Background: an optimization exercise with open tools, aiming at small area. Do not read the settings as production practice.
Function was checked by simulation only, so behaviour that the tests miss may differ from the original.

==> lagoon <==
Design organ_tone, start of the top module:
module organ_tone (
    input  logic        clk,
    input  logic        rst,
    input  logic [3:0]  SW,
    output logic        tone,
    output logic [15:0] lcd_freq
);
==> module organ_tone, before the edit <==
module organ_tone (
    input  logic        clk,
    input  logic        rst,
    input  logic [3:0]  SW,
    output logic        tone,
    output logic [15:0] lcd_freq
);
logic [16:0] d;       
logic        w;       
logic        r;       
logic [16:0] h, e;    
always_comb
    case (SW[3:1])
    3'd0: begin h = 17'd47800; e = 17'd95601; lcd_freq = 16'h0523; end
    3'd1: begin h = 17'd42588; e = 17'd85177; lcd_freq = 16'h0587; end
    3'd2: begin h = 17'd37935; e = 17'd75871; lcd_freq = 16'h0659; end
    3'd3: begin h = 17'd35815; e = 17'd71632; lcd_freq = 16'h0698; end
    3'd4: begin h = 17'd31927; e = 17'd63855; lcd_freq = 16'h0783; end
    3'd5: begin h = 17'd28408; e = 17'd56817; lcd_freq = 16'h0880; end
    3'd6: begin h = 17'd25328; e = 17'd50657; lcd_freq = 16'h0987; end
    default: begin h = 17'd23899; e = 17'd47800; lcd_freq = 16'h1046; end
    endcase
always_ff @(posedge clk)
    if (rst) begin
        d <= 17'd1;
        w <= 1'b0;
        r <= 1'b0;
    end else begin
        d <= r ? 17'd1 : d + 17'd1;
        if (d == h)
            w <= 1'b1;
        else if (d >= e) begin
            w <= 1'b0;
            r <= 1'b1;
        end else
            r <= 1'b0;
    end
assign tone = SW[0] & w;
endmodule
==> flow/config.mk <==
export PLATFORM = sky130hd
export DESIGN_NAME = organ_tone
export DESIGN_NICKNAME = organ_tone
export VERILOG_FILES = /design/flow/design.v
export SDC_FILE = /design/flow/constraint.sdc
export NUM_CORES = 4
export LEC_CHECK = 0
export CAP_MARGIN = 20
export CORE_MARGIN = 2
export CORE_UTILIZATION = 40
export SLEW_MARGIN = 20
==> flow/constraint.sdc <==
create_clock -name core_clock -period 100.0 [get_ports {clk}]
set_input_delay 20.0000 -clock core_clock [delete_from_list [all_inputs] [get_ports {clk}]]
set_output_delay 20.0000 -clock core_clock [all_outputs]
set_load 0.01 [all_outputs]
standard.sh (not shown) runs the stock make flow with config.mk's settings and CLKGATE_MAP_FILE= SYNTH_SCRIPT=/design/flow/synth_recipe.tcl, a recipe that flattens the netlist after the stock synthesis.
==> flow/flow/run.sh <==
#!/bin/bash
# Layout flow: the standard synthesis, then the combinational logic between
# the registers is re-mapped for area (registers, their names and cells kept),
# then the standard layout with minimum-size port buffers.
set -euo pipefail
W=$(pwd)
R=$W/orfs/results/$FLOW_PLATFORM/organ_tone/base
YOSYS=$FLOW_HOME/../tools/install/yosys/bin/yosys
LIB=$FLOW_HOME/platforms/$FLOW_PLATFORM/lib/sky130_fd_sc_hd__tt_025C_1v80.lib

bash standard.sh synth > $W/synth.log 2>&1
cp $R/1_2_yosys.v $W/std_synth.v
sed -e "s|@LIB@|$LIB|g" -e "s|@IN@|$W/std_synth.v|g" -e "s|@OUT@|$R/1_2_yosys.v|g" \
    $W/flow/resynth.ys > $W/resynth.ys
$YOSYS -s $W/resynth.ys > $W/resynth.log 2>&1
rm -f $R/1_synth.odb $R/1_synth.sdc
export BUFFER_PORTS_ARGS="-buffer_cell sky130_fd_sc_hd__buf_1"
bash standard.sh finish > $W/finish.log 2>&1
==> flow/flow/resynth.ys <==
# Re-map the standard synthesis's logic for area. The flip-flop cells are kept
# as they are (same instances, names and cell types); everything else is
# flattened to gates and mapped again by ABC.
read_liberty -ignore_miss_func @LIB@
read_verilog @IN@
hierarchy -top organ_tone
setattr -mod -set keep_hierarchy 1 sky130_fd_sc_hd__dfxtp_1
flatten
opt_clean -purge
abc -liberty @LIB@ -dont_use *probe* -dont_use *lpflow* -script "+strash;&get -n;&deepsyn -T 60 -S 1;&put;dch -f;&get -n;&nf -R 1000;&put"
opt_clean -purge
hilomap -singleton -hicell sky130_fd_sc_hd__conb_1 HI -locell sky130_fd_sc_hd__conb_1 LO
hierarchy -top organ_tone
blackbox sky130_fd_sc_hd__dfxtp_1
stat -liberty @LIB@
write_verilog -noattr @OUT@
==> harbor (differences from lagoon) <==
==> flow/design.v (replaced) <==
`default_nettype none
module organ_tone (
    input  logic        clk,
    input  logic        rst,
    input  logic [3:0]  SW,
    output logic        tone,
    output logic [15:0] lcd_freq
);
logic [16:0] d;       
logic        w;       
logic        r;       
logic [16:0] h;       
logic        ge;      
always_comb
    case (SW[3:1])
    3'd0: begin h = 17'd47800; lcd_freq = 16'h0523; end
    3'd1: begin h = 17'd42588; lcd_freq = 16'h0587; end
    3'd2: begin h = 17'd37935; lcd_freq = 16'h0659; end
    3'd3: begin h = 17'd35815; lcd_freq = 16'h0698; end
    3'd4: begin h = 17'd31927; lcd_freq = 16'h0783; end
    3'd5: begin h = 17'd28408; lcd_freq = 16'h0880; end
    3'd6: begin h = 17'd25328; lcd_freq = 16'h0987; end
    default: begin h = 17'd23899; lcd_freq = 16'h1046; end
    endcase
assign ge = {d[16:1], d[0] & ~(SW[2] & SW[1])} >= {h[15:0], 1'b1};
always_ff @(posedge clk)
    if (rst) begin
        d <= 17'd1;
        w <= 1'b0;
        r <= 1'b0;
    end else begin
        d <= r ? 17'd1 : d + 17'd1;
        if (d == h)
            w <= 1'b1;
        else if (ge) begin
            w <= 1'b0;
            r <= 1'b1;
        end else
            r <= 1'b0;
    end
assign tone = SW[0] & w;
endmodule
--- a/flow/config.mk
+++ b/flow/config.mk
@@ -8,4 +8,4 @@
 export CAP_MARGIN = 20
-export CORE_MARGIN = 2
-export CORE_UTILIZATION = 40
+export CORE_AREA = 4 4 76 76
+export DIE_AREA = 0 0 80 80
 export SLEW_MARGIN = 20
==> delta (differences from lagoon) <==
==> flow/run.sh (new file) <==
#!/bin/bash
# synth_recipe.tcl (not shown) runs the flow's synth.tcl, then flattens the netlist and writes it again
# the make line also repeats each setting of config.mk as NAME=value (left out here)
make -C /OpenROAD-flow-scripts/flow DESIGN_CONFIG=/design/flow/config.mk WORK_HOME=/design/flow/orfs CLKGATE_MAP_FILE= SYNTH_SCRIPT=/design/flow/synth_recipe.tcl finish
removed: flow/flow/run.sh
removed: flow/flow/resynth.ys
removed: flow/standard.sh
==> onyx (differences from lagoon) <==
==> flow/design.v (replaced) <==
`default_nettype none
module organ_tone (
    input  logic        clk,
    input  logic        rst,
    input  logic [3:0]  SW,
    output logic        tone,
    output logic [15:0] lcd_freq
);
logic [16:0] d;       
logic        w;       
logic        r;       
logic [16:0] h;       
logic        ge;      
always_comb
    case (SW[3:1])
    3'd0: begin h = 17'd47800; lcd_freq = 16'h0523; end
    3'd1: begin h = 17'd42588; lcd_freq = 16'h0587; end
    3'd2: begin h = 17'd37935; lcd_freq = 16'h0659; end
    3'd3: begin h = 17'd35815; lcd_freq = 16'h0698; end
    3'd4: begin h = 17'd31927; lcd_freq = 16'h0783; end
    3'd5: begin h = 17'd28408; lcd_freq = 16'h0880; end
    3'd6: begin h = 17'd25328; lcd_freq = 16'h0987; end
    default: begin h = 17'd23899; lcd_freq = 16'h1046; end
    endcase
assign ge = {d[16:1], d[0] & ~(SW[2] & SW[1])} >= {h[15:0], 1'b1};
always_ff @(posedge clk)
    if (rst) begin
        d <= 17'd1;
        w <= 1'b0;
        r <= 1'b0;
    end else begin
        d <= r ? 17'd1 : d + 17'd1;
        if (d == h)
            w <= 1'b1;
        else if (ge) begin
            w <= 1'b0;
            r <= 1'b1;
        end else
            r <= 1'b0;
    end
assign tone = SW[0] & w;
endmodule
--- a/flow/config.mk
+++ b/flow/config.mk
@@ -10,2 +10,5 @@
 export CORE_UTILIZATION = 40
+export CTS_BUF_LIST = sky130_fd_sc_hd__clkbuf_8
+export CTS_CLUSTER_DIAMETER = 100
+export CTS_CLUSTER_SIZE = 30
 export SLEW_MARGIN = 20
==> impl_metrics.tcl <==
set metrics [dict create \
    avgSynthCellArea_um2 6.991 \
    grt_pass1_vias 1189 \
    status "no timing/DRC/antenna violations" \
    final_cells 264 \
    route.met3.wl_um 170 \
    place.gp.congestion 0.8798 \
]
the above is filed under harbor

==> impl_metrics.tcl <==
set metrics [dict create \
    status "no timing/DRC/antenna violations" \
    final_cells 228 \
    place.gp.congestion 0.9541 \
    grt_pass1_vias 1217 \
]
the above is filed under lagoon

==> impl_metrics.tcl <==
set metrics [dict create \
    route.met3.wl_um 209 \
    status "no timing/DRC/antenna violations" \
    grt_pass1_vias 1235 \
    final_cell_mix "a21oi_1 (31), nor2_1 (22), o21ai_0 (19), dfxtp_1 (19), buf_1 (19)" \
    avgSynthCellArea_um2 6.991 \
    place.gp.congestion 0.9231 \
    power_mw 0.01570 \
    max_cap_violations 0 \
]
the above is filed under onyx

==> impl_metrics.tcl <==
set metrics [dict create \
    place.gp.congestion 0.7945 \
    route.met3.wl_um 158 \
    path_clk_slew_ns 0.07 \
    status "no timing/DRC/antenna violations" \
    n_fill_cell 451 \
    final_cells 301 \
    avgSynthCellArea_um2 7.471 \
]
the above is filed under delta

==> what the ideal ports hide <==
No port has a modelled driver above. Below, the same layouts with a new extraction and two added sets of constraints.
Step 1 sets driving cells, clkbuf_16 on the clock port and buf_2 on the other inputs (assumed; they add their load-dependent delay and slew).
Step 2, shift: input delay + t, output delay - t, t = (earliest + latest rising clock arrival at the registers) / 2. This alone moves slack from input paths to output paths.
Slacks: ideal ports / drivers / drivers and shift; pairs: ideal ports / drivers.
run	t, ns	slack for setup (ns)	hold slack, ns	pins driven straight from the clock port
lagoon	0.321	58.398 / 58.371 / 58.371	0.473 / 0.473 / 0.473	1
harbor	0.270	58.557 / 58.531 / 58.531	0.460 / 0.460 / 0.460	1
delta	0.275	57.630 / 57.601 / 57.601	0.517 / 0.517 / 0.517	1
onyx	0.277	58.585 / 58.560 / 58.560	0.460 / 0.460 / 0.460	1
After both steps setup and hold are still met in every run listed. For delta, which loses most, drivers alone change the setup slack by -0.029 ns; drivers and shift together by -0.029 ns.
